Background: an optimization exercise with open tools, aiming at small area. Do not read the settings as production practice.
RTL that was checked went through simulation tests only; none was proved equivalent to the original.
For runs 3 to 5, only the layout was checked, not whether the RTL still works.
The clock port is modelled as an ideal driver; clocking choices that lean on that would not hold on a real chip.
Power is estimated from default activity; no workload was simulated.

### design/flow/config.mk
export PLATFORM = sky130hd
export DESIGN_NAME = cache
export DESIGN_NICKNAME = cache
export VERILOG_FILES = /design/flow/design.v
export SDC_FILE = /design/flow/constraint.sdc
export NUM_CORES = 4
export LEC_CHECK = 0
export CAP_MARGIN = 10
export CORE_MARGIN = 2
export CORE_UTILIZATION = 80
export GPL_TIMING_DRIVEN = 0
export SLEW_MARGIN = 5
export SYNTH_HIERARCHICAL = 1
export SYNTH_MINIMUM_KEEP_SIZE = 0
### design/flow/constraint.sdc
create_clock -name core_clock -period 7.0 [get_ports {clk}]
set_input_delay 1.4000 -clock core_clock [delete_from_list [all_inputs] [get_ports {clk}]]
set_output_delay 1.4000 -clock core_clock [all_outputs]
set_load 0.01 [all_outputs]
### design/flow/design.v
module cache(
    input clk,
    input reset,
    input i_fetch_valid,
    input i_rfread_valid,
    input [5:0] i_current_pc,
    input i_is_br_instr_rfread,
    input [5:0] i_target_pc,
    output logic [5:0] o_prediction_pc,
	output logic o_prediction_fastcall,
	output logic fastz_d,
	output logic fastz_dd,
	input [15:0] i_ir_rfread
);
	logic [5:0] pc1_n, pc2, pc3, pc_ex;
	logic br_ex;
	logic [13:0] ent0, ent1, ent2, ent3, ent4, ent5;
	wire rst_n;
	wire [5:0] pc1_n_d, pc2_d;
	g_inv u_rst_n (.a(reset), .y(rst_n));
	genvar k;
	generate
		for (k = 0; k < 6; k = k + 1) begin : g_pc
			g_nand2 u_pc1 (.a(rst_n), .b(i_current_pc[k]), .y(pc1_n_d[k]));
			g_nor2 u_pc2 (.a(reset), .b(pc1_n[k]), .y(pc2_d[k]));
		end
	endgenerate
	always_ff @(posedge clk) begin
		pc1_n <= pc1_n_d;
		pc2 <= pc2_d;
		pc3 <= pc2;
		if (i_fetch_valid)
			pc_ex <= pc2_d;
	end
	wire br_mux_n, br_ex_d;
	g_mux2i u_br_mux (.s(i_fetch_valid), .a0(br_ex), .a1(i_is_br_instr_rfread), .y(br_mux_n));
	g_nor2 u_br_rst (.a(reset), .b(br_mux_n), .y(br_ex_d));
	always_ff @(posedge clk)
		br_ex <= br_ex_d;
	wire rec;
	g_and2 u_rec (.a(i_rfread_valid), .b(br_ex), .y(rec));
	wire use_pc3, rec_call, rec_z;
	rec_decode u_dec (.ir(i_ir_rfread[4:0]), .use_pc3(use_pc3), .call(rec_call), .z(rec_z));
	wire [5:0] rec_pc_n;
	generate
		for (k = 0; k < 6; k = k + 1) begin : g_recpc
			g_mux2i u_m (.s(use_pc3), .a0(pc_ex[k]), .a1(pc3[k]), .y(rec_pc_n[k]));
		end
	endgenerate
	wire [13:0] rec_data = {rec_z, rec_call, i_target_pc, rec_pc_n};
	wire [5:0] v, ld, hold;
	slot_first u_s0 (.rec(rec), .call(ent0[12]), .z(ent0[13]), .v(v[0]), .ld(ld[0]), .hold(hold[0]));
	slot_next u_s1 (.rec(rec), .prev_v(v[0]), .call(ent1[12]), .z(ent1[13]), .v(v[1]), .ld(ld[1]), .hold(hold[1]));
	slot_next u_s2 (.rec(rec), .prev_v(v[1]), .call(ent2[12]), .z(ent2[13]), .v(v[2]), .ld(ld[2]), .hold(hold[2]));
	slot_next u_s3 (.rec(rec), .prev_v(v[2]), .call(ent3[12]), .z(ent3[13]), .v(v[3]), .ld(ld[3]), .hold(hold[3]));
	slot_next u_s4 (.rec(rec), .prev_v(v[3]), .call(ent4[12]), .z(ent4[13]), .v(v[4]), .ld(ld[4]), .hold(hold[4]));
	slot_next u_s5 (.rec(rec), .prev_v(v[4]), .call(ent5[12]), .z(ent5[13]), .v(v[5]), .ld(ld[5]), .hold(hold[5]));
	wire [13:0] ent0_d, ent1_d, ent2_d, ent3_d, ent4_d, ent5_d;
	generate
		for (k = 0; k < 12; k = k + 1) begin : g_tab
			g_a22o u_e0 (.a1(ent0[k]), .a2(hold[0]), .b1(rec_data[k]), .b2(ld[0]), .x(ent0_d[k]));
			g_a22o u_e1 (.a1(ent1[k]), .a2(hold[1]), .b1(rec_data[k]), .b2(ld[1]), .x(ent1_d[k]));
			g_a22o u_e2 (.a1(ent2[k]), .a2(hold[2]), .b1(rec_data[k]), .b2(ld[2]), .x(ent2_d[k]));
			g_a22o u_e3 (.a1(ent3[k]), .a2(hold[3]), .b1(rec_data[k]), .b2(ld[3]), .x(ent3_d[k]));
			g_a22o u_e4 (.a1(ent4[k]), .a2(hold[4]), .b1(rec_data[k]), .b2(ld[4]), .x(ent4_d[k]));
			g_a22o u_e5 (.a1(ent5[k]), .a2(hold[5]), .b1(rec_data[k]), .b2(ld[5]), .x(ent5_d[k]));
		end
		for (k = 12; k < 14; k = k + 1) begin : g_flag
			g_a221o u_e0 (.a1(ent0[k]), .a2(hold[0]), .b1(rec_data[k]), .b2(ld[0]), .c1(reset), .x(ent0_d[k]));
			g_a221o u_e1 (.a1(ent1[k]), .a2(hold[1]), .b1(rec_data[k]), .b2(ld[1]), .c1(reset), .x(ent1_d[k]));
			g_a221o u_e2 (.a1(ent2[k]), .a2(hold[2]), .b1(rec_data[k]), .b2(ld[2]), .c1(reset), .x(ent2_d[k]));
			g_a221o u_e3 (.a1(ent3[k]), .a2(hold[3]), .b1(rec_data[k]), .b2(ld[3]), .c1(reset), .x(ent3_d[k]));
			g_a221o u_e4 (.a1(ent4[k]), .a2(hold[4]), .b1(rec_data[k]), .b2(ld[4]), .c1(reset), .x(ent4_d[k]));
			g_a221o u_e5 (.a1(ent5[k]), .a2(hold[5]), .b1(rec_data[k]), .b2(ld[5]), .c1(reset), .x(ent5_d[k]));
		end
	endgenerate
	always_ff @(posedge clk) begin
		ent0 <= ent0_d;
		ent1 <= ent1_d;
		ent2 <= ent2_d;
		ent3 <= ent3_d;
		ent4 <= ent4_d;
		ent5 <= ent5_d;
	end
	wire [5:0] hit, sel;
	wire nohit;
	hit_cmp u_h0 (.p_n(ent0[5:0]), .cur(i_current_pc), .v(v[0]), .hit(hit[0]));
	hit_cmp u_h1 (.p_n(ent1[5:0]), .cur(i_current_pc), .v(v[1]), .hit(hit[1]));
	hit_cmp u_h2 (.p_n(ent2[5:0]), .cur(i_current_pc), .v(v[2]), .hit(hit[2]));
	hit_cmp u_h3 (.p_n(ent3[5:0]), .cur(i_current_pc), .v(v[3]), .hit(hit[3]));
	hit_cmp u_h4 (.p_n(ent4[5:0]), .cur(i_current_pc), .v(v[4]), .hit(hit[4]));
	hit_cmp u_h5 (.p_n(ent5[5:0]), .cur(i_current_pc), .v(v[5]), .hit(hit[5]));
	first_hit u_fh (.hit(hit), .sel(sel[5:1]), .nohit(nohit));
	assign sel[0] = hit[0];
	wire [5:0] inc_n;
	inc_gate u_inc (.cur(i_current_pc), .en(nohit), .y_n(inc_n));
	generate
		for (k = 0; k < 6; k = k + 1) begin : g_out
			sel_or7 u_o (.sel(sel),
				.t({ent5[6 + k], ent4[6 + k], ent3[6 + k], ent2[6 + k], ent1[6 + k], ent0[6 + k]}),
				.extra_n(inc_n[k]), .y(o_prediction_pc[k]));
		end
	endgenerate
	sel_or6 u_call (.sel(sel),
		.t({ent5[12], ent4[12], ent3[12], ent2[12], ent1[12], ent0[12]}),
		.y(o_prediction_fastcall));
	wire fz_a_n, fz_b_n, fastz_d_d, fastz_dd_d;
	g_a222oi u_fz_a (.a1(sel[0]), .a2(ent0[13]), .b1(sel[1]), .b2(ent1[13]), .c1(sel[2]), .c2(ent2[13]), .y(fz_a_n));
	g_a222oi u_fz_b (.a1(sel[3]), .a2(ent3[13]), .b1(sel[4]), .b2(ent4[13]), .c1(sel[5]), .c2(ent5[13]), .y(fz_b_n));
	g_a21oi u_fz_d (.a1(fz_a_n), .a2(fz_b_n), .b1(reset), .y(fastz_d_d));
	g_nor2b u_fz_dd (.a(reset), .b_n(fastz_d), .y(fastz_dd_d));
	always_ff @(posedge clk) begin
		fastz_d <= fastz_d_d;
		fastz_dd <= fastz_dd_d;
	end
endmodule
module g_inv(input a, output y);
	assign y = ~a;
endmodule
module g_and2(input a, input b, output y);
	assign y = a & b;
endmodule
module g_nand2(input a, input b, output y);
	assign y = ~(a & b);
endmodule
module g_nor2(input a, input b, output y);
	assign y = ~(a | b);
endmodule
module g_nor2b(input a, input b_n, output y);
	assign y = ~(a | ~b_n);
endmodule
module g_nor3(input a, input b, input c, output y);
	assign y = ~(a | b | c);
endmodule
module g_nor3b(input a, input b, input c_n, output y);
	assign y = ~(a | b | ~c_n);
endmodule
module g_nor4b(input a, input b, input c, input d_n, output y);
	assign y = ~(a | b | c | ~d_n);
endmodule
module g_or4(input a, input b, input c, input d, output x);
	assign x = a | b | c | d;
endmodule
module g_nand3b(input a_n, input b, input c, output y);
	assign y = ~(~a_n & b & c);
endmodule
module g_nand2b(input a_n, input b, output y);
	assign y = ~(~a_n & b);
endmodule
module g_o211ai(input a1, input a2, input b1, input c1, output y);
	assign y = ~((a1 | a2) & b1 & c1);
endmodule
module g_nand3(input a, input b, input c, output y);
	assign y = ~(a & b & c);
endmodule
module g_nand4(input a, input b, input c, input d, output y);
	assign y = ~(a & b & c & d);
endmodule
module g_a221o(input a1, input a2, input b1, input b2, input c1, output x);
	assign x = (a1 & a2) | (b1 & b2) | c1;
endmodule
module g_mux2i(input s, input a0, input a1, output y);
	assign y = ~(s ? a1 : a0);
endmodule
module g_a21oi(input a1, input a2, input b1, output y);
	assign y = ~((a1 & a2) | b1);
endmodule
module g_a22o(input a1, input a2, input b1, input b2, output x);
	assign x = (a1 & a2) | (b1 & b2);
endmodule
module g_a222oi(input a1, input a2, input b1, input b2, input c1, input c2, output y);
	assign y = ~((a1 & a2) | (b1 & b2) | (c1 & c2));
endmodule
module rec_decode(input [4:0] ir, output use_pc3, output call, output z);
	wire g_n;
	g_nand3b u_g (.a_n(ir[1]), .b(ir[4]), .c(ir[3]), .y(g_n));
	g_a21oi u_p (.a1(ir[2]), .a2(ir[0]), .b1(g_n), .y(use_pc3));
	g_nor3b u_c (.a(g_n), .b(ir[0]), .c_n(ir[2]), .y(call));
	g_nor3b u_z (.a(g_n), .b(ir[2]), .c_n(ir[0]), .y(z));
endmodule
module slot_first(input rec, input call, input z, output v, output ld, output hold);
	g_nand2 u_v (.a(call), .b(z), .y(v));
	g_nand3 u_h (.a(rec), .b(call), .c(z), .y(hold));
	g_inv u_l (.a(hold), .y(ld));
endmodule
module slot_next(input rec, input prev_v, input call, input z, output v, output ld, output hold);
	g_nand2 u_v (.a(call), .b(z), .y(v));
	g_nand4 u_h (.a(rec), .b(prev_v), .c(call), .d(z), .y(hold));
	g_inv u_l (.a(hold), .y(ld));
endmodule
module hit_cmp(input [5:0] p_n, input [5:0] cur, input v, output hit);
	assign hit = v & ((p_n ^ cur) == 6'b111111);
endmodule
module first_hit(input [5:0] hit, output [5:1] sel, output nohit);
	wire any4;
	g_nor2b u_s1 (.a(hit[0]), .b_n(hit[1]), .y(sel[1]));
	g_nor3b u_s2 (.a(hit[0]), .b(hit[1]), .c_n(hit[2]), .y(sel[2]));
	g_nor4b u_s3 (.a(hit[0]), .b(hit[1]), .c(hit[2]), .d_n(hit[3]), .y(sel[3]));
	g_or4 u_a4 (.a(hit[0]), .b(hit[1]), .c(hit[2]), .d(hit[3]), .x(any4));
	g_nor2b u_s4 (.a(any4), .b_n(hit[4]), .y(sel[4]));
	g_nor3b u_s5 (.a(any4), .b(hit[4]), .c_n(hit[5]), .y(sel[5]));
	g_nor3 u_nh (.a(any4), .b(hit[4]), .c(hit[5]), .y(nohit));
endmodule
module inc_gate(input [5:0] cur, input en, output [5:0] y_n);
	wire [6:2] k_n;
	wire [5:2] k;
	g_nand2b u_y0 (.a_n(cur[0]), .b(en), .y(y_n[0]));
	g_nand2 u_k2 (.a(cur[1]), .b(cur[0]), .y(k_n[2]));
	g_o211ai u_y1 (.a1(cur[1]), .a2(cur[0]), .b1(en), .c1(k_n[2]), .y(y_n[1]));
	genvar b;
	generate
		for (b = 2; b < 6; b = b + 1) begin : g_b
			g_inv u_k (.a(k_n[b]), .y(k[b]));
			g_nand2 u_kn (.a(cur[b]), .b(k[b]), .y(k_n[b + 1]));
			g_o211ai u_y (.a1(cur[b]), .a2(k[b]), .b1(en), .c1(k_n[b + 1]), .y(y_n[b]));
		end
	endgenerate
endmodule
module sel_or7(input [5:0] sel, input [5:0] t, input extra_n, output y);
	assign y = (|(sel & t)) | ~extra_n;
endmodule
module sel_or6(input [5:0] sel, input [5:0] t, output y);
	wire a_n, b_n;
	g_a222oi u_a (.a1(sel[0]), .a2(t[0]), .b1(sel[1]), .b2(t[1]), .c1(sel[2]), .c2(t[2]), .y(a_n));
	g_a222oi u_b (.a1(sel[3]), .a2(t[3]), .b1(sel[4]), .b2(t[4]), .c1(sel[5]), .c2(t[5]), .y(b_n));
	g_nand2 u_o (.a(a_n), .b(b_n), .y(y));
endmodule
### design/flow/flow/run.sh
#!/bin/bash
# Layout flow: the standard ORFS flow (standard.sh) with these changes:
#  - synthesis runs flow/my_synth.tcl, which is synth_recipe.tcl with the ABC
#    logic-mapping script replaced by an area-oriented one (flow/area.abc);
#    registers are mapped by the standard dfflibmap step, as before;
#  - port buffers are buf_1;
#  - the clock tree is built before CTS by flow/clock_tree.tcl when
#    PRE_CTS_TCL is given in flow/extra.txt (clkbuf leaves, one clkbuf root
#    driven by the clock port); TritonCTS is then limited to net clk, which
#    it skips, and adds no dummy loads.
# Extra make variables come one per line from flow/extra.txt (@FLOW@ is
# replaced by this flow folder). ORFS writes each step's log under
# orfs/logs; standard.sh's own output goes to standard.log here.
set -e
F=$PWD/flow
EXTRA=()
[ -f "$F/extra.txt" ] && mapfile -t EXTRA < "$F/extra.txt"
for i in "${!EXTRA[@]}"; do EXTRA[$i]=${EXTRA[$i]//@FLOW@/$F}; done
bash standard.sh \
  SYNTH_SCRIPT=$F/my_synth.tcl \
  MY_ABC_SCRIPT=$F/area.abc \
  "BUFFER_PORTS_ARGS=-buffer_cell sky130_fd_sc_hd__buf_1" \
  "CTS_ARGS=-sink_clustering_enable -repair_clock_nets -dont_use_dummy_load -buf_list sky130_fd_sc_hd__clkbuf_4" \
  "${EXTRA[@]}" \
  finish > standard.log 2>&1
### design/flow/flow/area.abc
strash
dch -f
amap
topo
### design/flow/flow/clock_tree.tcl
# Clock tree built before CTS (PRE_CTS_TCL): the flip-flops are split by
# recursive bisection of their positions into groups of at most
# CLOCK_TREE_GROUP sinks; each group gets a leaf cell (CLOCK_TREE_LEAF) at
# its centre, and one root cell (CLOCK_TREE_ROOT), the only cell the clock
# port drives, drives all leaves. Root and leaves are both buffers or both
# inverters, so the flip-flops see the clock's own polarity. TritonCTS then
# finds the clock already buffered and leaves it alone.
set group_max $::env(CLOCK_TREE_GROUP)
set leaf_cell $::env(CLOCK_TREE_LEAF)
set root_cell $::env(CLOCK_TREE_ROOT)
set db [ord::get_db]
set block [ord::get_db_block]
set dbu [$block getDbUnitsPerMicron]
set clk_net [$block findNet clk]

proc io_pins {master} {
  set in ""; set out ""
  foreach mt [$master getMTerms] {
    set sig [$mt getSigType]
    if {$sig eq "POWER" || $sig eq "GROUND"} continue
    if {[$mt getIoType] eq "OUTPUT"} { set out [$mt getName] } else { set in [$mt getName] }
  }
  return [list $in $out]
}

# insert a cell driven by net $from that drives the iterms $loads
proc add_driver {cell name net_name from loads x y} {
  set block [ord::get_db_block]
  set dbu [$block getDbUnitsPerMicron]
  set master [[ord::get_db] findMaster $cell]
  lassign [io_pins $master] in out
  set inst [odb::dbInst_create $block $master $name]
  set net [odb::dbNet_create $block $net_name]
  $net setSigType CLOCK
  foreach it $loads { $it disconnect; $it connect $net }
  [$inst findITerm $in] connect $from
  [$inst findITerm $out] connect $net
  $inst setLocation [expr {int($x * $dbu - [$master getWidth] / 2)}] [expr {int($y * $dbu)}]
  $inst setPlacementStatus PLACED
  return $inst
}

set sinks {}
foreach it [$clk_net getITerms] {
  set bb [[$it getInst] getBBox]
  lappend sinks [list $it [expr {([$bb xMin] + [$bb xMax]) / 2.0 / $dbu}] \
                          [expr {([$bb yMin] + [$bb yMax]) / 2.0 / $dbu}]]
}
set n [llength $sinks]
set k_total [expr {($n + $group_max - 1) / $group_max}]

proc split_groups {sinks k} {
  if {$k <= 1} { return [list $sinks] }
  set xs [lmap s $sinks {lindex $s 1}]
  set ys [lmap s $sinks {lindex $s 2}]
  set w [expr {[tcl::mathfunc::max {*}$xs] - [tcl::mathfunc::min {*}$xs]}]
  set h [expr {[tcl::mathfunc::max {*}$ys] - [tcl::mathfunc::min {*}$ys]}]
  set sorted [lsort -real -index [expr {$w >= $h ? 1 : 2}] $sinks]
  set k1 [expr {$k / 2}]
  set n1 [expr {int(round([llength $sorted] * double($k1) / $k))}]
  return [concat [split_groups [lrange $sorted 0 [expr {$n1 - 1}]] $k1] \
                 [split_groups [lrange $sorted $n1 end] [expr {$k - $k1}]]]
}

set groups [split_groups $sinks $k_total]
puts "clock_tree: $n sinks in [llength $groups] groups of $leaf_cell, root $root_cell"
set leaves {}
set lx 0.0; set ly 0.0; set i 0
foreach g $groups {
  set cx [expr {[tcl::mathop::+ {*}[lmap s $g {lindex $s 1}]] / [llength $g]}]
  set cy [expr {[tcl::mathop::+ {*}[lmap s $g {lindex $s 2}]] / [llength $g]}]
  set lx [expr {$lx + $cx}]; set ly [expr {$ly + $cy}]
  puts "clock_tree: leaf $i: [llength $g] sinks at [format %.1f $cx] [format %.1f $cy]"
  set inst [add_driver $leaf_cell clk_leaf_$i clk_leaf_net_$i $clk_net [lmap s $g {lindex $s 0}] $cx $cy]
  lassign [io_pins [$inst getMaster]] in out
  lappend leaves [$inst findITerm $in]
  incr i
}
set ng [llength $groups]
add_driver $root_cell clk_root clk_root_net $clk_net $leaves [expr {$lx / $ng}] [expr {$ly / $ng}]
# The port now drives only the root; the root's input stays on net clk.
### design/flow/flow/extra.txt
PRE_CTS_TCL=@FLOW@/clock_tree.tcl
CTS_ARGS=-clk_nets clk -repair_clock_nets -dont_use_dummy_load -buf_list sky130_fd_sc_hd__clkbuf_4
CLOCK_TREE_GROUP=12
CLOCK_TREE_LEAF=sky130_fd_sc_hd__clkbuf_4
CLOCK_TREE_ROOT=sky130_fd_sc_hd__clkbuf_4
### design/flow/flow/my_synth.tcl
proc synth {args} { yosys synth -nofsm -noshare {*}$args }
# synth_recipe.tcl, except that ABC's logic mapping uses the script named by
# MY_ABC_SCRIPT (an area-oriented one) instead of ORFS's speed script.
proc abc {args} {
  if {[info exists ::env(MY_ABC_SCRIPT)] && $::env(MY_ABC_SCRIPT) ne ""} {
    set i [lsearch -exact $args -script]
    if {$i >= 0} { lset args [expr {$i + 1}] $::env(MY_ABC_SCRIPT) }
  }
  yosys abc {*}$args
}
source $::env(SCRIPTS_DIR)/synth.tcl
# left out here: clear keep_hierarchy, flatten, clean up, hide names made inside functions, write 1_2_yosys.v
### design/flow/standard.sh
#!/bin/bash
# synth_recipe.tcl (not shown) runs the flow's synth.tcl, then flattens the netlist and writes it again
# the make line also repeats each setting of config.mk as NAME=value (left out here)
make -C /OpenROAD-flow-scripts/flow DESIGN_CONFIG=/design/flow/config.mk WORK_HOME=/design/flow/orfs CLKGATE_MAP_FILE= SYNTH_SCRIPT=/design/flow/synth_recipe.tcl "${@:-finish}"
==> flow_summary.toml, run 1 <==
[critical_path]
critPathLaunch = "i_current_pc[2]"
crit_path_end_kind = "output port"
class_of_the_most_critical_setup_path = "primary input to output port"
ff2ff_path_depth = 10
timing.critical_path.to = "o_prediction_pc[4]"
critical_path_required_ns = 5.60
start_kind = "primary input"
reg2reg_from = "ent0[2]"
cp_max_fo = 15
worstReg2RegEnd = "fastz_d"
cp_data_arrival_time_ns = 5.13
r2r_setup_slack_ns = 3.74

[routing]
detail_route.vias_per_cell = 7.752
met2WireLength_um = 5102
routed-via-count = 3628
number_of_drc_markers_after_the_initial_detailed_route_iteration = 546
drt_pass1_iterations = 5
route.antenna.remaining_nets = 0
remaining_drc_errors = 0
route.layer.met1.wl_um = 4263
detailroute.wirelength.met3_um = 1416
routedWlPerCell_um = 23.80
top_layer_used = "met4"
detail_route.wirelength_um = 11140

[hold_path]
timing.hold.worst.class = "flip-flop to flip-flop"

[sta]
layout_worst_path_cycle_share_pct = 93.24
worst_slew_margin_rel_pct = 17.17
timing.final.setup_violations = 0
hold_ws_ns = 0.3393
grt_setup_unrepaired = "no"
hold_viol_final = 0
worst_slack_ns = 0.4735
max_clock_freq_ghz = 0.1532
final.setup_skew_ns = 0.01170
finalSetupTns_ns = 0
finalCriticalPeriod_ns = 6.527
worst_pin_slew_ns = 1.240
maxSlewViolCount = 0

[place]
gp_congestion = 0.8925
dp.final_hpwl_um = 7305
number_of_cells_after_detailed_placement = 457
port_buffer_cells = 30
place_worst_setup_slack_ns = 0.6992
postPlaceCellArea_um2 = 4202

[logic_synthesis]
synth_xor_xnor_area_share_pct = 0
synth_top_family_by_area = "compound AO/OA/AOI/OAI gates"
async_reset_ff_share_pct = 0
post_synth_and_or_nand_nor_area_fraction_pct = 10.05
multiplexer_share_of_the_synthesized_area_pct = 0
netlist_instances = 359
synth_edf_count = 6
synth-seq-cells = 111
synth_area_per_cell_um2 = 11.10
synthAdderAreaFrac_pct = 0
synth_sequential_area_ratio_pct = 57.27
synthesis_warning_total = 7
synth_compound_gate_area_share_pct = 30.99
synth.cell_area_um2 = 3985
synth.distinct_cells = 24
nets_in_the_synthesized_netlist = 392
yosys_most_used_dff = "sky130_fd_sc_hd__dfxtp_1"

[pwr]
vdd.ir_drop.worst_mv = 0.2207
cellLeakagePower_nw = 1.620
total_power_mw = 1.185
power_density_nw_per_um2 = 276.4

[cells_and_area]
drive_above_1_share_pct = 3.741
fin_cells = 468
nets = 436
n_antenna_cell = 0
layout.cell_area.non_filler_um2 = 4289
final_core_util_pct = 90.21
syn2layout_area_growth_pct = 7.629

[outcome]
run_status = "complete, no violations"

[grt]
first_global_vias = 3351
grt_pass1_wl_um = 17080
largest_net_degree_at_the_start_of_global_routing = 23
overall_global_routing_resource_usage_pct = 40.40
antenna_violations_before_repair = 0
overflow = 0

[floorplanning]
floorplan.die_area_um2 = 5562
ios = 42
die_w_um = 74.58
floorplan.rows = 25
initial_core_util_pct = 83.82
chipHeight_um = 74.58
core_area_um2 = 4755

[clock_network]
post_cts_resize_count = 0
post_cts_buffers = 0
ctsHoldBuffers = 0
clk-insertion-delay-late_ns = 0.47
clkSlewWorstSetupHoldPaths_ns = 0.11

[run]
timing.max_cap.violations = 0
## cells by family (layout without fill, tap and decap cells)
family | count (synthesis) | in the layout
DFF | 111 | 111
buffers and inverters | 18 | 60
and+or+nand+nor | 80 | 80
AOI/OAI and AO/OA | 150 | 150
## per-module statistics from Yosys (local to each module, per instance), a selection
module	flops+latches	cells inside
g_a221o	0	1
g_a222oi	0	1
g_a22o	0	1
g_and2	0	1
g_mux2i	0	2
g_nand2	0	1
g_nand3	0	1
g_nand3b	0	1
g_nand4	0	1
g_nor2	0	1
g_nor3	0	1
g_nor3b	0	1
g_or4	0	1
hit_cmp	0	10
## how the worst min path moves through the flow
stage | start | to | slack (ns) | cells past startpoint
after detailed placement | pc2[5] | pc3[5] | 0.31 | 0
final | pc2[5] | pc3[5] | 0.34 | 0
after global routing | pc2[5] | pc3[5] | 0.35 | 0
after floorplan | pc2[0] | pc3[0] | 0.31 | 0
after global placement | pc2[3] | pc3[3] | 0.31 | 0
after CTS | pc2[5] | pc3[5] | 0.31 | 0
## critical path, cell delays in order
cell	delay (ns)
sky130_fd_sc_hd__buf_1	0.58
sky130_fd_sc_hd__nand2_1	0.13
sky130_fd_sc_hd__o21ai_0	0.11
sky130_fd_sc_hd__a221oi_1	0.09
sky130_fd_sc_hd__o211ai_1	0.17
sky130_fd_sc_hd__nor4b_2	0.15
sky130_fd_sc_hd__buf_4	0.20
sky130_fd_sc_hd__or4_1	0.57
sky130_fd_sc_hd__nor3b_1	1.03
sky130_fd_sc_hd__a222oi_1	0.33
sky130_fd_sc_hd__nand4_1	0.18
sky130_fd_sc_hd__buf_1	0.17
## state kept, by name (all words and copies together) (netlist names)
signal,flops
pc2,6
br_ex,1
fastz_d,1
ent3,14
pc_ex,6
ent5,14
ent2,14
ent1,14
pc1_n,6
fastz_dd,1
ent4,14
pc3,6
ent0,14
## synth_stat cells (7+ instances only)
master	n	area, um^2
sky130_fd_sc_hd__nand4_1	11	68.82
sky130_fd_sc_hd__nand2_1	36	135.1
sky130_fd_sc_hd__a22o_1	72	630.6
sky130_fd_sc_hd__dfxtp_1	105	2102
sky130_fd_sc_hd__a221o_1	12	120.1
sky130_fd_sc_hd__a221oi_1	12	105.1
sky130_fd_sc_hd__nor2_1	13	48.80
sky130_fd_sc_hd__nor4b_1	7	61.31
sky130_fd_sc_hd__o21ai_0	12	60.06
sky130_fd_sc_hd__o211ai_1	11	82.58
sky130_fd_sc_hd__o22ai_1	13	81.33
sky130_fd_sc_hd__clkinv_1	18	67.56
sky130_fd_sc_hd__a222oi_1	10	100.1
## cell type report
| cell class | count | area [um^2] |
|---|---|---|
| Inverter | 18 | 67.56 |
| Tap cell | 67 | 83.83 |
| Sequential cell | 111 | 2282 |
| Timing Repair Buffer | 31 | 120.1 |
| Buffer | 11 | 82.58 |
| Fill cell | 222 | 465.4 |
| Multi-Input combinational cell | 230 | 1653 |
## routing by layer
| metal | up-vias | track usage [%] |
|---|---|---|
| met1 | 1720 | 56.93 |
| met3 | 39 | 5.556 |
| met4 | 0 | 12.70 |
| met2 | 322 | 65.19 |
| met5 | - | 0 |
| li1 | 1547 | - |
## cells in the final DEF, fill, tap and decap left out
cell type                  Yosys  routed
sky130_fd_sc_hd__or4_1         1       1
sky130_fd_sc_hd__nor4b_1       7       5
sky130_fd_sc_hd__buf_4         0       1
sky130_fd_sc_hd__a21oi_1       2       2
sky130_fd_sc_hd__nand3b_1      1       1
sky130_fd_sc_hd__a22oi_1       6       6
sky130_fd_sc_hd__o22ai_1      13      13
sky130_fd_sc_hd__nor2b_1       3       3
sky130_fd_sc_hd__nor3_1        1       1
sky130_fd_sc_hd__nand2b_1      1       1
sky130_fd_sc_hd__clkbuf_4      0      11
sky130_fd_sc_hd__a221o_1      12      12
sky130_fd_sc_hd__buf_1         0      30
sky130_fd_sc_hd__a22o_1       72      72
sky130_fd_sc_hd__dfxtp_1     105     105
sky130_fd_sc_hd__edfxtp_1      6       6
sky130_fd_sc_hd__nand4_1      11      11
sky130_fd_sc_hd__nor4b_2       0       2
sky130_fd_sc_hd__nand2_1      36      36
sky130_fd_sc_hd__a222oi_1     10      10
sky130_fd_sc_hd__o211ai_1     11      11
sky130_fd_sc_hd__nand3_1       1       1
sky130_fd_sc_hd__a221oi_1     12      12
sky130_fd_sc_hd__and2_0        1       1
sky130_fd_sc_hd__o21ai_0      12      12
sky130_fd_sc_hd__nor3b_2       0       1
sky130_fd_sc_hd__clkinv_1     18      18
sky130_fd_sc_hd__nor3b_1       4       3
sky130_fd_sc_hd__nor2_1       13      13
## where the power goes
group,switching [mW],internal [mW]
clock network,0.181,0.0727
registers,0.0603,0.720
logic,0.0744,0.0776
==> run 2, diff against run 1 <==
--- a/design/flow/flow/extra.txt
+++ b/design/flow/flow/extra.txt
@@ -3,3 +3,3 @@
 CLOCK_TREE_GROUP=12
 CLOCK_TREE_LEAF=sky130_fd_sc_hd__clkbuf_4
-CLOCK_TREE_ROOT=sky130_fd_sc_hd__clkbuf_4
+CLOCK_TREE_ROOT=sky130_fd_sc_hd__clkbuf_8
==> flow_summary.toml, run 2 <==
[outcome]
run_status = "complete, no violations"

[routing]
routed-via-count = 3651
top_layer_used = "met4"
met2WireLength_um = 5206
route.antenna.remaining_nets = 0
detail_route.wirelength_um = 11430
detailroute.wirelength.met3_um = 1491
detail_route.vias_per_cell = 7.801
routedWlPerCell_um = 24.41
remaining_drc_errors = 0
number_of_drc_markers_after_the_initial_detailed_route_iteration = 576
route.layer.met1.wl_um = 4276
drt_pass1_iterations = 5

[logic_synthesis]
yosys_most_used_dff = "sky130_fd_sc_hd__dfxtp_1"
async_reset_ff_share_pct = 0
synth_edf_count = 6
synth_area_per_cell_um2 = 11.10
leading_post_synthesis_cells_by_instance_count = "sky130_fd_sc_hd__dfxtp_1 (105), sky130_fd_sc_hd__a22o_1 (72), sky130_fd_sc_hd__nand2_1 (36), sky130_fd_sc_hd__clkinv_1 (18)"
nets_in_the_synthesized_netlist = 392
synth_top_area_share_pct = 52.75
synth-seq-cells = 111
netlist_instances = 359
synth.distinct_cells = 24
synth.cell_area_um2 = 3985
synth_area_leader_cell = "sky130_fd_sc_hd__dfxtp_1"
synthesis_warning_total = 7
synth.area.top_cells = "sky130_fd_sc_hd__dfxtp_1 (53%), sky130_fd_sc_hd__a22o_1 (16%), sky130_fd_sc_hd__edfxtp_1 (4.5%), sky130_fd_sc_hd__nand2_1 (3.4%), sky130_fd_sc_hd__a221o_1 (3.0%)"
yosysMostFrequentCell = "sky130_fd_sc_hd__dfxtp_1"
synth_sequential_area_ratio_pct = 57.27

[cells_and_area]
nFillCells = 221
n_antenna_cell = 0
mostFrequentLayoutCell = "sky130_fd_sc_hd__dfxtp_1"
drive_above_1_share_pct = 3.741
layout_common_cells = "sky130_fd_sc_hd__dfxtp_1 (105), sky130_fd_sc_hd__a22o_1 (72), sky130_fd_sc_hd__nand2_1 (36)"
nets = 436
final_core_util_pct = 90.34
syn2layout_area_growth_pct = 7.787

[grt]
antenna_violations_before_repair = 0
first_global_vias = 3387
overall_global_routing_resource_usage_pct = 40.92
grt_pass1_wl_um = 17290
largest_net_degree_at_the_start_of_global_routing = 23
overflow = 0

[floorplanning]
floorplan.die_area_um2 = 5562
chipHeight_um = 74.58
core_area_um2 = 4755
die_w_um = 74.58
ios = 42
initial_core_util_pct = 83.82
floorplan.rows = 25

[critical_path]
critical_path.cell_chain = "buf_1 -> nand2_1 -> o21ai_0 -> a221oi_1 -> o211ai_1 -> nor4b_2 -> buf_4 -> or4_1 -> nor3b_1 -> a222oi_1 -> nand4_1 -> buf_1"
slowest_delay_ns = 1.01
cp_num_buf_inv = 3
timing.critical_path.slowest_stage_cell = "sky130_fd_sc_hd__nor3b_1"
critical_path_required_ns = 5.60
crit_path_frequent_cell = "sky130_fd_sc_hd__buf_1"
class_of_the_most_critical_setup_path = "primary input to output port"
crit_path_end_kind = "output port"
start_kind = "primary input"
timing.critical_path.max_delay_family = "simple AND/OR/NAND/NOR gates"
cp_max_fo = 15
cp_data_arrival_time_ns = 5.07

[sta]
worst_slew_margin_rel_pct = 15.05
final.setup_skew_ns = 0.009857
worst_slack_ns = 0.5329
finalCriticalPeriod_ns = 6.467
hold_viol_final = 0
maxSlewViolCount = 0
grt_setup_unrepaired = "no"
layout_worst_path_cycle_share_pct = 92.39
max_clock_freq_ghz = 0.1546
hold_ws_ns = 0.3395
finalSetupTns_ns = 0
timing.final.setup_violations = 0
worst_pin_slew_ns = 1.271

[run]
timing.max_cap.violations = 0

[clock_network]
post_cts_buffers = 0
post_cts_resize_count = 0
clkSlewWorstSetupHoldPaths_ns = 0.11
ctsHoldBuffers = 0
clk-insertion-delay-late_ns = 0.39

[pwr]
vdd.ir_drop.worst_mv = 0.2231
cellLeakagePower_nw = 1.623
power_density_nw_per_um2 = 278.6

[place]
gp_congestion = 0.8925
dp.final_hpwl_um = 7305
port_buffer_cells = 30
place_worst_setup_slack_ns = 0.6992

[hold_path]
timing.hold.worst.class = "flip-flop to flip-flop"
[run 2: cell counts after synthesis]
Identical to the previous run, type by type.
[run 2: worst paths after layout]
kind | start | to | slack [ns] | cells after the start
setup / recovery | i_current_pc[2] | o_prediction_pc[4] | 0.53 | 12
hold reg to reg | pc2[5] | pc3[5] | 0.34 | 0
setup reg to reg | ent0[2] | fastz_d | 3.77 | 10
hold / removal | pc2[5] | pc3[5] | 0.34 | 0
[run 2: cell type report]
cell class | count | area, um^2 | share of cell area, %
flip-flops and latches | 111 | 2282 | 53.13
inverters | 18 | 67.56 | 1.573
well taps | 67 | 83.83 | 1.952
multi-input cells | 230 | 1653 | 38.48
plain buffers | 11 | 88.84 | 2.068
repair buffers | 31 | 120.1 | 2.796
[run 2: kinds of logic after synthesis]
logic type / count (synthesis) / share of synthesized area, %
AO/OA/AOI/OAI: 150 / 30.99
AND/OR/NAND/NOR: 80 / 10.05
flip-flops: 111 / 57.27
buffers and inverters: 18 / 1.695
[run 2: per-layer routing]
layer,track usage [%],vias up
li1,-,1553
met1,56.84,1708
met2,65.98,336
met3,6.233,54
met4,13.89,0
met5,0,-
[run 2: modules after synthesis (local to each module, per instance), a selection]
module | times used | flip-flops and latches | area [um^2] | cells inside
g_mux2i | 7 | 0 | 10.01 | 2
hit_cmp | 6 | 0 | 61.31 | 10
cache | 1 | 111 | 2282 | 111
g_nand3b | 1 | 0 | 7.507 | 1
g_a22o | 72 | 0 | 8.758 | 1
g_a221o | 12 | 0 | 10.01 | 1
g_nand4 | 5 | 0 | 6.256 | 1
g_nand2b | 1 | 0 | 6.256 | 1
g_nor3 | 1 | 0 | 5.005 | 1
g_a222oi | 4 | 0 | 10.01 | 1
[run 2: power by group]
part           switching (mW)  leakage (nW)  internal [mW]  total [mW]
logic                  0.0740         0.643         0.0776       0.152
registers              0.0609         0.927          0.720       0.781
clock network           0.184        0.0532         0.0801       0.264
[run 2: stage by stage]
stage          std cells  cell area (um^2)  total power, mW
6_report             468              4295            1.197
5_1_grt              468              4295            1.227
4_1_cts              468              4290            1.128
3_5_place_dp         457              4202           0.9353
3_3_place_gp         456              4182           0.9147
2_1_floorplan        359              3985           0.8732
==> run 3, diff against run 2 <==
--- a/design/flow/design.v
+++ b/design/flow/design.v
@@ -218,5 +218,8 @@
 endmodule
 module sel_or7(input [5:0] sel, input [5:0] t, input extra_n, output y);
-	assign y = (|(sel & t)) | ~extra_n;
+	wire a_n, b_n;
+	g_a222oi u_a (.a1(sel[0]), .a2(t[0]), .b1(sel[1]), .b2(t[1]), .c1(sel[2]), .c2(t[2]), .y(a_n));
+	g_a222oi u_b (.a1(sel[3]), .a2(t[3]), .b1(sel[4]), .b2(t[4]), .c1(sel[5]), .c2(t[5]), .y(b_n));
+	g_nand3 u_o (.a(a_n), .b(b_n), .c(extra_n), .y(y));
 endmodule
 module sel_or6(input [5:0] sel, input [5:0] t, output y);
==> flow_summary.toml, run 3 <==
[logic_synthesis]
synth-seq-cells = 111
synth_sequential_area_ratio_pct = 57.49
synth.distinct_cells = 23
yosysMostFrequentCell = "sky130_fd_sc_hd__dfxtp_1"
synth_edf_count = 6
synth_area_per_cell_um2 = 11.25
synth_area_leader_cell = "sky130_fd_sc_hd__dfxtp_1"
netlist_instances = 353
synth.area.top_cells = "sky130_fd_sc_hd__dfxtp_1 (53%), sky130_fd_sc_hd__a22o_1 (16%), sky130_fd_sc_hd__edfxtp_1 (4.5%), sky130_fd_sc_hd__a222oi_1 (4.0%), sky130_fd_sc_hd__a221o_1 (3.0%)"
synthesis_warning_total = 7
yosys_most_used_dff = "sky130_fd_sc_hd__dfxtp_1"
synth.cell_area_um2 = 3970
leading_post_synthesis_cells_by_instance_count = "sky130_fd_sc_hd__dfxtp_1 (105), sky130_fd_sc_hd__a22o_1 (72), sky130_fd_sc_hd__nand2_1 (30), sky130_fd_sc_hd__clkinv_1 (18), sky130_fd_sc_hd__a222oi_1 (16)"
nets_in_the_synthesized_netlist = 386
async_reset_ff_share_pct = 0
synth_top_area_share_pct = 52.95

[clock_network]
ctsHoldBuffers = 0
clk-insertion-delay-late_ns = 0.38
clkSlewWorstSetupHoldPaths_ns = 0.10
post_cts_resize_count = 0
post_cts_buffers = 0

[floorplanning]
ios = 42
core_area_um2 = 4755
initial_core_util_pct = 83.50
chipHeight_um = 74.45
floorplan.rows = 25
die_w_um = 74.45
floorplan.die_area_um2 = 5542

[critical_path]
critical_path.cell_chain = "buf_1 -> nand2_1 -> o21ai_0 -> a221oi_1 -> o211ai_1 -> nor4b_2 -> buf_4 -> or4_1 -> nor3b_1 -> a222oi_1 -> nand2_1 -> buf_1"
r2r_setup_slack_ns = 3.91
reg2reg_from = "ent0[2]"
crit_path_end_kind = "output port"
cp_max_fo = 15
slowest_delay_ns = 0.93
ff2ff_path_depth = 10
critical_path_required_ns = 5.60
start_kind = "primary input"
cp_data_arrival_time_ns = 4.93
class_of_the_most_critical_setup_path = "primary input to output port"
timing.critical_path.slowest_stage_cell = "sky130_fd_sc_hd__nor3b_1"
worstReg2RegEnd = "fastz_d"

[grt]
largest_net_degree_at_the_start_of_global_routing = 23
grt_pass1_wl_um = 17490
overall_global_routing_resource_usage_pct = 41.18
overflow = 0
antenna_violations_before_repair = 0
first_global_vias = 3449

[cells_and_area]
nets = 430
mostFrequentLayoutCell = "sky130_fd_sc_hd__dfxtp_1"
n_antenna_cell = 0
syn2layout_area_growth_pct = 7.690
final_core_util_pct = 89.92
nFillCells = 212
layout_common_cells = "sky130_fd_sc_hd__dfxtp_1 (105), sky130_fd_sc_hd__a22o_1 (72), sky130_fd_sc_hd__nand2_1 (30), sky130_fd_sc_hd__buf_1 (30), sky130_fd_sc_hd__clkinv_1 (18)"
drive_above_1_share_pct = 3.544

[sta]
grt_setup_unrepaired = "no"
finalCriticalPeriod_ns = 6.333
final.setup_skew_ns = 0.01474
worst_pin_slew_ns = 1.168
maxSlewViolCount = 0
hold_viol_final = 0
timing.final.setup_violations = 0
worst_slew_margin_rel_pct = 21.98
max_clock_freq_ghz = 0.1579
finalSetupTns_ns = 0
layout_worst_path_cycle_share_pct = 90.48

[hold_path]
min_delay_worst_endpoint = "pc3[2]"
timing.hold.worst.class = "flip-flop to flip-flop"
hold_path_startpoint = "pc2[2]"
hold_path_depth = 0

[run]
timing.max_cap.violations = 0

[routing]
remaining_drc_errors = 0
detail_route.vias_per_cell = 7.881
drt_pass1_iterations = 8
routedWlPerCell_um = 24.67
route.antenna.remaining_nets = 0
number_of_drc_markers_after_the_initial_detailed_route_iteration = 614
detail_route.wirelength_um = 11400
routed-via-count = 3641

[place]
dp.final_hpwl_um = 7394
gp_congestion = 0.8865
port_buffer_cells = 30

[pwr]
cellLeakagePower_nw = 1.621
vdd.ir_drop.worst_mv = 0.2278
power_density_nw_per_um2 = 279.2

[outcome]
run_status = "complete, no violations"
[run 3: cell types whose count changed after synthesis]
cell / change
sky130_fd_sc_hd__a22oi_1: -6
sky130_fd_sc_hd__nand3_1: +6
sky130_fd_sc_hd__nand4_1: -6
sky130_fd_sc_hd__a222oi_1: +6
sky130_fd_sc_hd__nand2_1: -6
[run 3: per-module statistics from Yosys, one instance, submodules excluded, a selection]
module    cell area [um^2]  times used
g_nand2b             6.256           1
g_nor2               3.754           7
g_and2               6.256           1
g_nor4b              8.758           1
g_nand2              3.754          18
g_nor3               5.005           1
g_o211ai             7.507           5
g_nor3b              7.507           4
hit_cmp              61.31           6
g_mux2i              10.01           7
g_a222oi             10.01          16
g_a21oi              5.005           2
g_nand4              6.256           5
g_or4                7.507           1
[run 3: layout make-up]
cell class,count,area [um^2],share of cell area (%)
Sequential cell,111,2282,53.38
Tap cell,67,83.83,1.961
Multi-Input combinational cell,224,1633,38.19
Timing Repair Buffer,31,120.1,2.809
Inverter,18,67.56,1.580
Buffer,11,88.84,2.078
[run 3: cells by family after synthesis]
group / Yosys count / synth area share [%]
DFF: 111 / 57.49
and+or+nand+nor: 74 / 9.329
AOI/OAI and AO/OA: 150 / 31.48
buffers and inverters: 18 / 1.702
[run 3: per-layer routing]
metal | track usage [%] | part of all wire, %
met1 | 52.95 | 34
met2 | 68.24 | 47
met3 | 9.350 | 13
met4 | 15.48 | 5.4
met5 | 0 | 0
[run 3: metrics by stage]
| step | instances | total power, mW | setup slack [ns] | cell area [um^2] | hold WS (ns) |
|---|---|---|---|---|---|
| global placement | 450 | 0.9140 | 0.3363 | 4167 | 0.3100 |
| finish | 462 | 1.194 | 0.6665 | 4275 | 0.3392 |
| floorplan | 353 | 0.8732 | 1.900 | 3970 | 0.3096 |
| global route | 462 | 1.230 | 0.6234 | 4275 | 0.3416 |
| detailed placement | 451 | 0.9324 | 0.8982 | 4187 | 0.3157 |
| CTS | 462 | 1.126 | 0.9030 | 4275 | 0.3157 |
[run 3: report_power, final]
group / total (mW) / internal [mW] / switching, mW / leakage (nW)
clock: 0.262 / 0.0801 / 0.182 / 0.0532
sequential: 0.780 / 0.720 / 0.0604 / 0.927
combinational: 0.152 / 0.0778 / 0.0741 / 0.641
total: 1.19 / 0.878 / 0.316 / 1.62
[run 3: critical path, delay by kind of cell]
family	cells	cell delay, ns
AO/OA/AOI/OAI	4	0.65
buffers and inverters	3	0.96
AND/OR/NAND/NOR	5	1.90
[run 3: worst max-delay path by stage]
stage	start	endpoint	slack [ns]	cells after the start
6_report	i_current_pc[2]	o_prediction_fastcall	0.67	12
5_1_grt	i_current_pc[5]	o_prediction_pc[3]	0.62	9
4_1_cts	i_current_pc[2]	o_prediction_fastcall	0.90	12
3_5_place_dp	i_current_pc[2]	o_prediction_fastcall	0.90	12
3_3_place_gp	i_current_pc[5]	o_prediction_pc[3]	0.34	9
2_1_floorplan	i_current_pc[2]	o_prediction_pc[0]	1.90	9
==> run 4, diff against run 3 <==
==> design/flow/flow/clock_tree.tcl (replaced) <==
# Clock tree built before CTS (PRE_CTS_TCL). The flip-flops are split by
# recursive bisection of their positions into K groups; each group gets a
# leaf buffer (CLOCK_TREE_LEAF) at its centre, and one root buffer
# (CLOCK_TREE_ROOT), the only cell the clock port drives, drives all leaves.
# K starts at ceil(sinks / CLOCK_TREE_GROUP) and grows until every leaf's
# worst sink slew, estimated with placement parasitics, is at most
# CLOCK_TREE_SLEW_PS. TritonCTS then finds the clock already buffered.
set group_max $::env(CLOCK_TREE_GROUP)
set leaf_cell $::env(CLOCK_TREE_LEAF)
set root_cell $::env(CLOCK_TREE_ROOT)
set slew_max_ps $::env(CLOCK_TREE_SLEW_PS)
set block [ord::get_db_block]
set dbu [$block getDbUnitsPerMicron]
set clk_net [$block findNet clk]

proc io_pins {master} {
  set in ""; set out ""
  foreach mt [$master getMTerms] {
    set sig [$mt getSigType]
    if {$sig eq "POWER" || $sig eq "GROUND"} continue
    if {[$mt getIoType] eq "OUTPUT"} { set out [$mt getName] } else { set in [$mt getName] }
  }
  return [list $in $out]
}

# insert a cell driven by net $from that drives the iterms $loads
proc add_driver {cell name net_name from loads x y} {
  set block [ord::get_db_block]
  set dbu [$block getDbUnitsPerMicron]
  set master [[ord::get_db] findMaster $cell]
  lassign [io_pins $master] in out
  set inst [odb::dbInst_create $block $master $name]
  set net [odb::dbNet_create $block $net_name]
  $net setSigType CLOCK
  foreach it $loads { $it disconnect; $it connect $net }
  [$inst findITerm $in] connect $from
  [$inst findITerm $out] connect $net
  $inst setLocation [expr {int($x * $dbu - [$master getWidth] / 2)}] [expr {int($y * $dbu)}]
  $inst setPlacementStatus PLACED
  return $inst
}

# mode 0 cuts across the wider side; modes 1 and 2 alternate, starting with
# a cut across x or across y
proc split_groups {sinks k {mode 0} {depth 0}} {
  if {$k <= 1} { return [list $sinks] }
  set xs [lmap s $sinks {lindex $s 1}]
  set ys [lmap s $sinks {lindex $s 2}]
  set w [expr {[tcl::mathfunc::max {*}$xs] - [tcl::mathfunc::min {*}$xs]}]
  set h [expr {[tcl::mathfunc::max {*}$ys] - [tcl::mathfunc::min {*}$ys]}]
  if {$mode == 0} {
    set idx [expr {$w >= $h ? 1 : 2}]
  } else {
    set idx [expr {($mode + $depth) % 2 == 1 ? 1 : 2}]
  }
  set sorted [lsort -real -index $idx $sinks]
  set k1 [expr {$k / 2}]
  set n1 [expr {int(round([llength $sorted] * double($k1) / $k))}]
  incr depth
  return [concat [split_groups [lrange $sorted 0 [expr {$n1 - 1}]] $k1 $mode $depth] \
                 [split_groups [lrange $sorted $n1 end] [expr {$k - $k1}] $mode $depth]]
}

proc build_tree {sinks k mode} {
  global leaf_cell root_cell clk_net
  set groups [split_groups $sinks $k $mode]
  set leaves {}
  set lx 0.0; set ly 0.0; set i 0
  foreach g $groups {
    set cx [expr {[tcl::mathop::+ {*}[lmap s $g {lindex $s 1}]] / [llength $g]}]
    set cy [expr {[tcl::mathop::+ {*}[lmap s $g {lindex $s 2}]] / [llength $g]}]
    set lx [expr {$lx + $cx}]; set ly [expr {$ly + $cy}]
    puts "clock_tree: leaf $i: [llength $g] sinks at [format %.1f $cx] [format %.1f $cy]"
    set inst [add_driver $leaf_cell clk_leaf_$i clk_leaf_net_$i $clk_net [lmap s $g {lindex $s 0}] $cx $cy]
    lassign [io_pins [$inst getMaster]] in out
    lappend leaves [$inst findITerm $in]
    incr i
  }
  set ng [llength $groups]
  add_driver $root_cell clk_root clk_root_net $clk_net $leaves [expr {$lx / $ng}] [expr {$ly / $ng}]
  return $ng
}

proc remove_tree {ng} {
  global clk_net
  set block [ord::get_db_block]
  for {set i 0} {$i < $ng} {incr i} {
    set net [$block findNet clk_leaf_net_$i]
    foreach it [$net getITerms] {
      if {[[$it getInst] getName] eq "clk_leaf_$i"} continue
      $it disconnect; $it connect $clk_net
    }
    odb::dbInst_destroy [$block findInst clk_leaf_$i]
    odb::dbNet_destroy $net
  }
  odb::dbInst_destroy [$block findInst clk_root]
  odb::dbNet_destroy [$block findNet clk_root_net]
}

# worst sink slew of each leaf (ps), placement parasitics
proc leaf_slews {ng} {
  estimate_parasitics -placement
  set res {}
  for {set i 0} {$i < $ng} {incr i} {
    set worst 0.0
    foreach pin [get_pins -of_objects [get_nets clk_leaf_net_$i] -filter "direction == input"] {
      foreach p {slew_max_rise slew_max_fall} {
        set s [get_property $pin $p]
        if {$s > $worst} { set worst $s }
      }
    }
    lappend res [expr {$worst * 1000}]
  }
  return $res
}

set sinks {}
foreach it [$clk_net getITerms] {
  set bb [[$it getInst] getBBox]
  lappend sinks [list $it [expr {([$bb xMin] + [$bb xMax]) / 2.0 / $dbu}] \
                          [expr {([$bb yMin] + [$bb yMax]) / 2.0 / $dbu}]]
}
set n [llength $sinks]
set k [expr {($n + $group_max - 1) / $group_max}]
set_propagated_clock [all_clocks]
while 1 {
  set best_mode -1; set best_slew 1e9
  foreach mode {0 1 2} {
    set ng [build_tree $sinks $k $mode]
    set slews [leaf_slews $ng]
    set worst [tcl::mathfunc::max {*}$slews]
    puts "clock_tree: $k leaves, grouping $mode: leaf slews (placement estimate, ps): [lmap s $slews {format %.0f $s}]"
    remove_tree $ng
    if {$worst < $best_slew} { set best_slew $worst; set best_mode $mode }
  }
  if {$best_slew <= $slew_max_ps || $k >= $n} break
  incr k
}
puts "clock_tree: $n sinks, $k leaves of $leaf_cell with grouping $best_mode, root $root_cell"
set ng [build_tree $sinks $k $best_mode]
unset_propagated_clock [all_clocks]
--- a/design/flow/flow/extra.txt
+++ b/design/flow/flow/extra.txt
@@ -4,2 +4,3 @@
 CLOCK_TREE_LEAF=sky130_fd_sc_hd__clkbuf_4
 CLOCK_TREE_ROOT=sky130_fd_sc_hd__clkbuf_8
+CLOCK_TREE_SLEW_PS=110
--- a/design/flow/config.mk
+++ b/design/flow/config.mk
@@ -8,5 +8,5 @@
 export CAP_MARGIN = 10
 export CORE_MARGIN = 2
-export CORE_UTILIZATION = 80
+export CORE_UTILIZATION = 75
 export GPL_TIMING_DRIVEN = 0
 export SLEW_MARGIN = 5
==> flow_summary.toml, run 4 <==
[logic_synthesis]
synth_area_per_cell_um2 = 11.25
synthesis_warning_total = 7
leading_post_synthesis_cells_by_instance_count = "sky130_fd_sc_hd__dfxtp_1 (105), sky130_fd_sc_hd__a22o_1 (72), sky130_fd_sc_hd__nand2_1 (30), sky130_fd_sc_hd__clkinv_1 (18), sky130_fd_sc_hd__a222oi_1 (16)"
synth_top_family_by_area = "compound AO/OA/AOI/OAI gates"
synth_compound_gate_area_share_pct = 31.48
synth-seq-cells = 111
synth.distinct_cells = 23
synth.area.top_cells = "sky130_fd_sc_hd__dfxtp_1 (53%), sky130_fd_sc_hd__a22o_1 (16%), sky130_fd_sc_hd__edfxtp_1 (4.5%), sky130_fd_sc_hd__a222oi_1 (4.0%), sky130_fd_sc_hd__a221o_1 (3.0%)"
post_synth_and_or_nand_nor_area_fraction_pct = 9.329
synth_edf_count = 6
yosys_most_used_dff = "sky130_fd_sc_hd__dfxtp_1"
synth.cell_area_um2 = 3970
netlist_instances = 353
multiplexer_share_of_the_synthesized_area_pct = 0
nets_in_the_synthesized_netlist = 386
synth_top_area_share_pct = 52.95
synthAdderAreaFrac_pct = 0
async_reset_ff_share_pct = 0
yosysMostFrequentCell = "sky130_fd_sc_hd__dfxtp_1"
synth_xor_xnor_area_share_pct = 0
synth_area_leader_cell = "sky130_fd_sc_hd__dfxtp_1"
synth_sequential_area_ratio_pct = 57.49

[place]
place_worst_setup_slack_ns = 0.8982
number_of_cells_after_detailed_placement = 454
port_buffer_cells = 30
dp.final_hpwl_um = 6822
gp_congestion = 0.8608

[floorplanning]
ios = 42
floorplan.rows = 26
chipHeight_um = 76.76
initial_core_util_pct = 77.73
die_w_um = 76.76

[outcome]
failing_step = "4_1_cts"
error_line = "Error: cts.tcl, 6 can't read \"leaf_cell\": no such variable"
run_status = "stopped before the end"
[run 4: cell counts after synthesis]
Identical to the previous run, type by type.
[run 4: how the worst min path moves through the flow]
stage | end | slack, ns | cells past startpoint
floorplan | pc3[0] | 0.31 | 0
global placement | pc3[2] | 0.31 | 0
detailed placement | pc3[1] | 0.31 | 0
[run 4: logic make-up after synthesis]
| kind of cell | count (synthesis) |
|---|---|
| simple gates | 74 |
| compound gates | 150 |
| buf+inv | 18 |
| flops | 111 |
[run 4: Yosys stat by module (local to each module, per instance), a selection]
module,flip-flops and latches,cells
g_a22o,0,1
g_nand4,0,1
g_nor3b,0,1
g_nor3,0,1
g_inv,0,1
g_nand3b,0,1
g_nand2b,0,1
[run 4: power groups by stage]
stage                     registers [mW]  logic (mW)  clock network (mW)
after floorplan                    0.770       0.103                   0
after global placement             0.781       0.133                   0
after detailed placement           0.786       0.145                   0
[run 4: per-stage QoR]
step	util, %	area [um^2]
global placement	81.65	4170
detailed placement	82.04	4190
floorplan	-	3970
==> run 5, diff against run 4 <==
--- a/design/flow/config.mk
+++ b/design/flow/config.mk
@@ -8,5 +8,5 @@
 export CAP_MARGIN = 10
 export CORE_MARGIN = 2
-export CORE_UTILIZATION = 75
+export CORE_UTILIZATION = 80
 export GPL_TIMING_DRIVEN = 0
 export SLEW_MARGIN = 5
==> flow_summary.toml, run 5 <==
[outcome]
error_line = "Error: cts.tcl, 6 can't read \"leaf_cell\": no such variable"
failing_step = "4_1_cts"
run_status = "stopped before the end"

[logic_synthesis]
synth.cell_area_um2 = 3970
synth_area_leader_cell = "sky130_fd_sc_hd__dfxtp_1"
synth.area.top_cells = "sky130_fd_sc_hd__dfxtp_1 (53%), sky130_fd_sc_hd__a22o_1 (16%), sky130_fd_sc_hd__edfxtp_1 (4.5%), sky130_fd_sc_hd__a222oi_1 (4.0%), sky130_fd_sc_hd__a221o_1 (3.0%)"
synth_top_area_share_pct = 52.95
synth-seq-cells = 111
synth_sequential_area_ratio_pct = 57.49
yosysMostFrequentCell = "sky130_fd_sc_hd__dfxtp_1"
yosys_most_used_dff = "sky130_fd_sc_hd__dfxtp_1"
synth_edf_count = 6
synthesis_warning_total = 7
nets_in_the_synthesized_netlist = 386
synth.distinct_cells = 23
netlist_instances = 353
leading_post_synthesis_cells_by_instance_count = "sky130_fd_sc_hd__dfxtp_1 (105), sky130_fd_sc_hd__a22o_1 (72), sky130_fd_sc_hd__nand2_1 (30), sky130_fd_sc_hd__clkinv_1 (18), sky130_fd_sc_hd__a222oi_1 (16)"
async_reset_ff_share_pct = 0
synth_area_per_cell_um2 = 11.25

[place]
postPlaceCellArea_um2 = 4187
gp_congestion = 0.8865
port_buffer_cells = 30
dp.final_hpwl_um = 7394

[floorplanning]
die_w_um = 74.45
floorplan.rows = 25
initial_core_util_pct = 83.50
ios = 42
chipHeight_um = 74.45
## run 5: cell counts after synthesis
No cell type changed its count.
## run 5: per-module statistics from Yosys, one instance, submodules excluded, excerpt
module,copies in the design,flops+latches
g_a22o,72,0
g_nand4,5,0
g_mux2i,7,0
g_inv,11,0
g_nor3,1,0
g_a21oi,2,0
g_nor4b,1,0
g_a222oi,16,0
g_or4,1,0
## run 5: logic make-up after synthesis
logic type / share of synthesized area, %
AO/OA/AOI/OAI: 31.48
buffers and inverters: 1.702
flip-flops: 57.49
AND/OR/NAND/NOR: 9.329
## run 5: power by group through the flow
stage	logic [mW]	clock network, mW	registers [mW]
after detailed placement	0.146	0	0.787
after global placement	0.134	0	0.780
after floorplan	0.103	0	0.770
## run 5: worst max-delay path by stage
stage                          from                    end  slack, ns  cells after the start
detailed placement  i_current_pc[2]  o_prediction_fastcall       0.90                     12
global placement    i_current_pc[5]     o_prediction_pc[3]       0.34                      9
floorplan           i_current_pc[2]     o_prediction_pc[0]       1.90                      9
## run 5: through the flow
step	setup WS (ns)	instances	total power, mW
2_1_floorplan	1.900	353	0.8732
3_3_place_gp	0.3363	450	0.9140
3_5_place_dp	0.8982	451	0.9324
==> run 6, diff against run 5 <==
--- a/design/flow/design.v
+++ b/design/flow/design.v
@@ -17,6 +17,8 @@
 	logic [13:0] ent0, ent1, ent2, ent3, ent4, ent5;
 	wire rst_n;
-	wire [5:0] pc1_n_d, pc2_d;
+	wire [5:0] pc1_n_d, pc2_d, pc_ex_d;
+	wire fetch_n;
 	g_inv u_rst_n (.a(reset), .y(rst_n));
+	g_inv u_fetch_n (.a(i_fetch_valid), .y(fetch_n));
 	genvar k;
 	generate
@@ -24,4 +26,5 @@
 			g_nand2 u_pc1 (.a(rst_n), .b(i_current_pc[k]), .y(pc1_n_d[k]));
 			g_nor2 u_pc2 (.a(reset), .b(pc1_n[k]), .y(pc2_d[k]));
+			g_a22o u_pc_ex (.a1(pc_ex[k]), .a2(fetch_n), .b1(pc2_d[k]), .b2(i_fetch_valid), .x(pc_ex_d[k]));
 		end
 	endgenerate
@@ -30,6 +33,5 @@
 		pc2 <= pc2_d;
 		pc3 <= pc2;
-		if (i_fetch_valid)
-			pc_ex <= pc2_d;
+		pc_ex <= pc_ex_d;
 	end
 	wire br_mux_n, br_ex_d;
--- a/design/flow/flow/clock_tree.tcl
+++ b/design/flow/flow/clock_tree.tcl
@@ -7,10 +7,12 @@
 # CLOCK_TREE_SLEW_PS. TritonCTS then finds the clock already buffered.
 set group_max $::env(CLOCK_TREE_GROUP)
-set leaf_cell $::env(CLOCK_TREE_LEAF)
-set root_cell $::env(CLOCK_TREE_ROOT)
+# (ORFS sources this file inside a proc, so the procs below read these
+# through the global namespace)
+set leaf_cell [set ::leaf_cell $::env(CLOCK_TREE_LEAF)]
+set root_cell [set ::root_cell $::env(CLOCK_TREE_ROOT)]
 set slew_max_ps $::env(CLOCK_TREE_SLEW_PS)
 set block [ord::get_db_block]
 set dbu [$block getDbUnitsPerMicron]
-set clk_net [$block findNet clk]
+set clk_net [set ::clk_net [$block findNet clk]]
 
 proc io_pins {master} {
--- a/design/flow/config.mk
+++ b/design/flow/config.mk
@@ -8,5 +8,5 @@
 export CAP_MARGIN = 10
 export CORE_MARGIN = 2
-export CORE_UTILIZATION = 80
+export CORE_UTILIZATION = 75
 export GPL_TIMING_DRIVEN = 0
 export SLEW_MARGIN = 5
==> flow_summary.toml, run 6 <==
[outcome]
run_status = "complete, no violations"

[logic_synthesis]
async_reset_ff_share_pct = 0
synth_area_leader_cell = "sky130_fd_sc_hd__dfxtp_1"
synth_top_area_share_pct = 56.03
synth.area.top_cells = "sky130_fd_sc_hd__dfxtp_1 (56%), sky130_fd_sc_hd__a22o_1 (17%), sky130_fd_sc_hd__a222oi_1 (4.0%), sky130_fd_sc_hd__a221o_1 (3.0%), sky130_fd_sc_hd__nand2_1 (2.8%)"
leading_post_synthesis_cells_by_instance_count = "sky130_fd_sc_hd__dfxtp_1 (111), sky130_fd_sc_hd__a22o_1 (78), sky130_fd_sc_hd__nand2_1 (30), sky130_fd_sc_hd__clkinv_1 (19), sky130_fd_sc_hd__a222oi_1 (16)"
yosysMostFrequentCell = "sky130_fd_sc_hd__dfxtp_1"
multiplexer_share_of_the_synthesized_area_pct = 0
synthesis_warning_total = 7
synth.cell_area_um2 = 3966
yosys_most_used_dff = "sky130_fd_sc_hd__dfxtp_1"
synth_top_family_by_area = "compound AO/OA/AOI/OAI gates"
synth_area_per_cell_um2 = 11.02
netlist_instances = 360
synth_compound_gate_area_share_pct = 32.84
synthAdderAreaFrac_pct = 0
synth_sequential_area_ratio_pct = 56.03
synth.distinct_cells = 22
synth_xor_xnor_area_share_pct = 0
nets_in_the_synthesized_netlist = 393
synth_edf_count = 0
synth-seq-cells = 111
post_synth_and_or_nand_nor_area_fraction_pct = 9.338

[grt]
overall_global_routing_resource_usage_pct = 34.97
largest_net_degree_at_the_start_of_global_routing = 23
overflow = 0
grt_pass1_wl_um = 16700
first_global_vias = 3356
groute.layer.met3.usage_pct = 4.235
gr-usage-met2_pct = 57.98
gr-usage-met1_pct = 48.76
antenna_violations_before_repair = 0
global_routing_s_busiest_layer = "met2"

[sta]
final.setup_skew_ns = 0.009825
timing.final.setup_violations = 0
worst_pin_slew_ns = 1.142
maxSlewViolCount = 0
grt_setup_unrepaired = "no"
finalCriticalPeriod_ns = 6.109
finalSetupTns_ns = 0
worst_slew_margin_rel_pct = 23.72
layout_worst_path_cycle_share_pct = 87.27
max_clock_freq_ghz = 0.1637
hold_viol_final = 0

[pwr]
vdd.ir_drop.worst_mv = 0.2272
power_density_nw_per_um2 = 283.5
cellLeakagePower_nw = 1.647

[critical_path]
critical_path_required_ns = 5.60
class_of_the_most_critical_setup_path = "primary input to output port"
crit_path_frequent_cell = "sky130_fd_sc_hd__buf_1"
critical_path.cell_chain = "buf_1 -> o21ai_0 -> a221oi_1 -> o211ai_1 -> nor4b_1 -> nor3b_1 -> a222oi_1 -> nand3_1 -> buf_1"
crit_path_end_kind = "output port"
cp_max_fo = 15
start_kind = "primary input"
cp_data_arrival_time_ns = 4.71
timing.critical_path.slowest_stage_cell = "sky130_fd_sc_hd__nor3b_1"
slowest_delay_ns = 0.98

[cells_and_area]
nets = 440
nFillCells = 311
layout_common_cells = "sky130_fd_sc_hd__dfxtp_1 (111), sky130_fd_sc_hd__a22o_1 (78), sky130_fd_sc_hd__nand2_1 (30), sky130_fd_sc_hd__buf_1 (30), sky130_fd_sc_hd__clkinv_1 (19)"
n_antenna_cell = 0
mostFrequentLayoutCell = "sky130_fd_sc_hd__dfxtp_1"
drive_above_1_share_pct = 3.951
fin_cells = 475
syn2layout_area_growth_pct = 8.139

[place]
dp.final_hpwl_um = 7055
port_buffer_cells = 30
number_of_cells_after_detailed_placement = 462
gp_congestion = 0.8736

[floorplanning]
die_w_um = 76.72
core_area_um2 = 5107
chipHeight_um = 76.72
initial_core_util_pct = 77.66
ios = 42
floorplan.rows = 26
floorplan.die_area_um2 = 5886

[routing]
detail_route.vias_per_cell = 7.488
routedWlPerCell_um = 22.44
drt_pass1_iterations = 7
route.antenna.remaining_nets = 0
remaining_drc_errors = 0
number_of_drc_markers_after_the_initial_detailed_route_iteration = 500
routed-via-count = 3557
detail_route.wirelength_um = 10660

[clock_network]
post_cts_buffers = 0
clk-insertion-delay-late_ns = 0.40
clkSlewWorstSetupHoldPaths_ns = 0.09
ctsHoldBuffers = 0
post_cts_resize_count = 0

[run]
timing.max_cap.violations = 0

[hold_path]
timing.hold.worst.class = "flip-flop to flip-flop"
==> run 6: layer usage <==
layer	share of wire [%]	routed length [um]	up-vias
li1	-	-	1570
met1	39	4146	1680
met2	47	4967	268
met3	12	1267	39
met4	2.6	276	0
met5	0	0	-
==> run 6: kinds of logic (layout without fill, tap and decap cells) <==
logic type / after synthesis / after routing
compound gates: 156 / 156
flops: 111 / 111
buf+inv: 19 / 64
simple gates: 74 / 74
==> run 6: final timing paths <==
check / slack, ns / cells past startpoint / startpoint / to
hold reg to reg: 0.33 / 0 / pc2[2] / pc3[2]
setup reg to reg: 4.03 / 8 / ent2[2] / fastz_d
setup / recovery: 0.89 / 9 / i_current_pc[5] / o_prediction_pc[1]
hold / removal: 0.33 / 0 / pc2[2] / pc3[2]
==> run 6: metrics by stage <==
step | hold WS (ns) | total power [mW] | cell area, um^2 | setup slack [ns] | utilization, %
floorplan | 0.3096 | 0.8844 | 3966 | 1.900 | -
global placement | 0.3103 | 0.9281 | 4167 | 0.1473 | 81.58
detailed placement | 0.3132 | 0.9435 | 4185 | 1.167 | 81.95
CTS | 0.3132 | 1.151 | 4289 | 1.159 | 83.98
global route | 0.3424 | 1.257 | 4289 | 0.8252 | 83.98
finish | 0.3325 | 1.216 | 4289 | 0.8914 | 83.98
==> run 6: cell type report <==
class                   instances  area, um^2  area share (%)
inverters                      19       71.32           1.663
plain buffers                  13       103.9           2.421
well taps                      70       87.58           2.042
repair buffers                 32       125.1           2.917
multi-input cells             230        1679           39.15
flip-flops and latches        111        2222           51.81
==> run 6: Yosys stat by module (local to each module, per instance), a selection <==
module | cells inside | times used | area (um^2)
g_nor3b | 1 | 4 | 7.507
g_a222oi | 1 | 16 | 10.01
g_nand2b | 1 | 1 | 6.256
hit_cmp | 10 | 6 | 61.31
g_a221o | 1 | 12 | 10.01
g_a22o | 1 | 78 | 8.758
g_mux2i | 2 | 7 | 10.01
g_nor4b | 1 | 1 | 8.758
==> run 6: power by group <==
part	leakage, nW	internal (mW)	switching, mW	total, mW
Clock	0.0624	0.0929	0.185	0.278
Combinational	0.671	0.0842	0.0754	0.160
Sequential	0.914	0.719	0.0596	0.779
==> run 6: critical path, delay by kind of cell <==
family                 cells  cell delay [ns]
buffers and inverters      2             0.74
AO/OA/AOI/OAI              4             0.91
AND/OR/NAND/NOR            3             1.65

[what the ideal ports hide]
Ports are ideal in the flow. The routed layouts listed here were re-timed in OpenROAD.
Step 1: set_driving_cell puts a clkbuf_16 on clk and a buf_2 on each other input, an assumption about the parent block.
Step 2 adds t to the input delays and takes it off the output delays; t is the mean of the earliest and latest rising clock arrival at the registers after step 1. Input paths then give back, and output paths get back, about the clock's delay inside the block.
Three values: no drivers, after step 1, after step 2; two values: the first two.
run	t (ns)	setup slack, ns	worst setup path at the end	worst slew at a driven data input, ns	pins driven straight from the clock port
run 1	0.497	0.473 / 0.446 / 0.446	input to output	0.04	1
run 2	0.419	0.533 / 0.505 / 0.505	input to output	0.04	1
run 3	0.406	0.667 / 0.618 / 0.618	input to output	0.05	1
run 6	0.424	0.891 / 0.864 / 0.864	input to output	0.04	1
After both steps setup and hold are still met in every run listed. For run 3, which loses most, drivers alone change the setup slack by -0.049 ns; drivers and shift together by -0.049 ns.
